Source: an optimization exercise on an open RTL-to-GDS flow (aim: small area). Production flows keep margins and buffers that such runs may drop.
In this exercise RTL edits were held to simulation tests only and were not proved equivalent to the original.
Power and IR drop assume default switching activity.

// riscv
module riscv(
    input logic rst, clk, interrupt, exception,
    output logic [31:0] imem_addr,
    input logic [31:0] imem_rdata,
    output logic dmem_re, dmem_we,
    output logic [1:0] dmem_wsize,
    output logic [31:0] dmem_addr, dmem_wdata,
    input logic [31:0] dmem_rdata
);
For scale: ~5600 cells after synthesis, roughly 1400 flip-flops, ~170 I/O pins.
export LEC_CHECK = 0
export CAP_MARGIN = 20
export CELL_PAD_IN_SITES_DETAIL_PLACEMENT = 1
export CELL_PAD_IN_SITES_GLOBAL_PLACEMENT = 1
export CORE_MARGIN = 2
export CORE_UTILIZATION = 40
export SLEW_MARGIN = 20
create_clock -name core_clock -period 9.0 [get_ports {clk}]
standard.sh (not shown) runs the stock make flow with config.mk's settings and CLKGATE_MAP_FILE= SYNTH_SCRIPT=/design/flow/synth_recipe.tcl, a recipe that flattens the netlist after the stock synthesis.
==> flow/flow/run.sh <==
#!/bin/bash
# Layout flow: the standard synthesis unchanged, then the standard ORFS layout with
# a lighter clock tree (clkbuf_8 buffers in sink clusters of up to 16, no dummy loads) and small port buffers.
# Each step's full output goes to a log in the work folder.
set -euo pipefail
bash standard.sh synth > flow_synth.log 2>&1
bash standard.sh \
  "CTS_ARGS=-sink_clustering_enable -repair_clock_nets -buf_list sky130_fd_sc_hd__clkbuf_8 -sink_clustering_size 16 -sink_clustering_max_diameter 55 -dont_use_dummy_load" \
  "BUFFER_PORTS_ARGS=-buffer_cell sky130_fd_sc_hd__buf_1" \
  finish > flow_layout.log 2>&1
The first run completed without violations.
==> next run, changes <==
==> flow/flow/run.sh (replaced) <==
#!/bin/bash
# Layout flow: the standard synthesis unchanged, then the standard ORFS layout with
# a lighter clock tree (clkbuf_8 buffers, no dummy loads) and small port buffers.
# Each step's full output goes to a log in the work folder.
set -euo pipefail
bash standard.sh synth > flow_synth.log 2>&1
bash standard.sh \
  "CTS_ARGS=-sink_clustering_enable -repair_clock_nets -buf_list sky130_fd_sc_hd__clkbuf_8 -dont_use_dummy_load" \
  "BUFFER_PORTS_ARGS=-buffer_cell sky130_fd_sc_hd__buf_1" \
  finish > flow_layout.log 2>&1
Result: The changed run completed with no timing, DRC or antenna violations; cell area came out higher by 1.7%; worst hold slack barely changes; worst setup slack loses 0.074 ns; total power increases by 7.5%; non-clock buffer count goes up by 1; sequential power stays flat.

---

Starting RTL as in the previous note.
Settings: LEC_CHECK=0, CAP_MARGIN=20, CELL_PAD_IN_SITES_DETAIL_PLACEMENT=1, CELL_PAD_IN_SITES_GLOBAL_PLACEMENT=1, CORE_MARGIN=2, CORE_UTILIZATION=40, CTS_BUF_LIST=sky130_fd_sc_hd__clkbuf_8, SLEW_MARGIN=20; clock period 9.0 ns.
run.sh (not shown) runs the stock make flow with config.mk's settings and CLKGATE_MAP_FILE= SYNTH_SCRIPT=/design/flow/synth_recipe.tcl, a recipe that flattens the netlist after the stock synthesis.
Stock flow here: none of the scripts above is used.
Then changed:
==> flow/flow/run.sh (new file) <==
#!/bin/bash
# Layout flow: the standard synthesis unchanged, then the standard ORFS layout with
# a lighter clock tree (clkbuf_8 buffers in sink clusters of up to 12, no dummy loads) and small port buffers.
# Each step's full output goes to a log in the work folder.
set -euo pipefail
bash standard.sh synth > flow_synth.log 2>&1
bash standard.sh \
  "CTS_ARGS=-sink_clustering_enable -repair_clock_nets -buf_list sky130_fd_sc_hd__clkbuf_8 -sink_clustering_size 12 -sink_clustering_max_diameter 45 -dont_use_dummy_load" \
  "BUFFER_PORTS_ARGS=-buffer_cell sky130_fd_sc_hd__buf_1" \
  finish > flow_layout.log 2>&1
==> flow/standard.sh (new file) <==
#!/bin/bash
# synth_recipe.tcl (not shown) runs the flow's synth.tcl, then flattens the netlist and writes it again
# the make line also repeats each setting of config.mk as NAME=value (left out here)
make -C /OpenROAD-flow-scripts/flow DESIGN_CONFIG=/design/flow/config.mk WORK_HOME=/design/flow/orfs CLKGATE_MAP_FILE= SYNTH_SCRIPT=/design/flow/synth_recipe.tcl "${@:-finish}"
CTS_BUF_LIST = not set   (was sky130_fd_sc_hd__clkbuf_8)
removed: flow/run.sh
Worst setup slack loses 0.43 ns. Routed wire length went up by 0.65%. Via count decreases by 2.3%. First-iteration DRC count drops by 12%. Total power goes down by 9.8%. Global-route usage went up by 0.42 points.

[static timing again, ports no longer ideal]
How much do the figures lean on ideal ports? The routed layouts below were timed once more, with nothing changed but the port constraints. Step 1 (the two cells are an assumption about what drives the block):
set clk [get_ports {clk}]
set_driving_cell -lib_cell sky130_fd_sc_hd__clkbuf_16 $clk
set_driving_cell -lib_cell sky130_fd_sc_hd__buf_2 [delete_from_list [all_inputs] $clk]
Step 2 adds t to the input delays and takes it off the output delays; t is the mean of the earliest and latest rising clock arrival at the registers after step 1. Input paths then give back, and output paths get back, about the clock's delay inside the block. Slacks: no drivers / after step 1 / after step 2; pairs: no drivers / after step 1.
run | t, ns | slack for setup (ns) | worst hold slack (ns) | worst setup path after step 2
the first run of note 1 | 1.015 | 1.497 / 1.497 / 1.497 | 0.564 / 0.564 / 0.564 | register to register
the second run of note 1 | 1.076 | 1.423 / 1.423 / 1.423 | 0.562 / 0.562 / 0.562 | register to register
the first run of note 2 | 1.097 | 1.869 / 1.869 / 1.869 | 0.543 / 0.543 / 0.543 | register to register
the second run of note 2 | 1.042 | 1.442 / 1.442 / 1.442 | 0.563 / 0.563 / 0.563 | register to register
After both steps setup and hold are still met in every run listed.
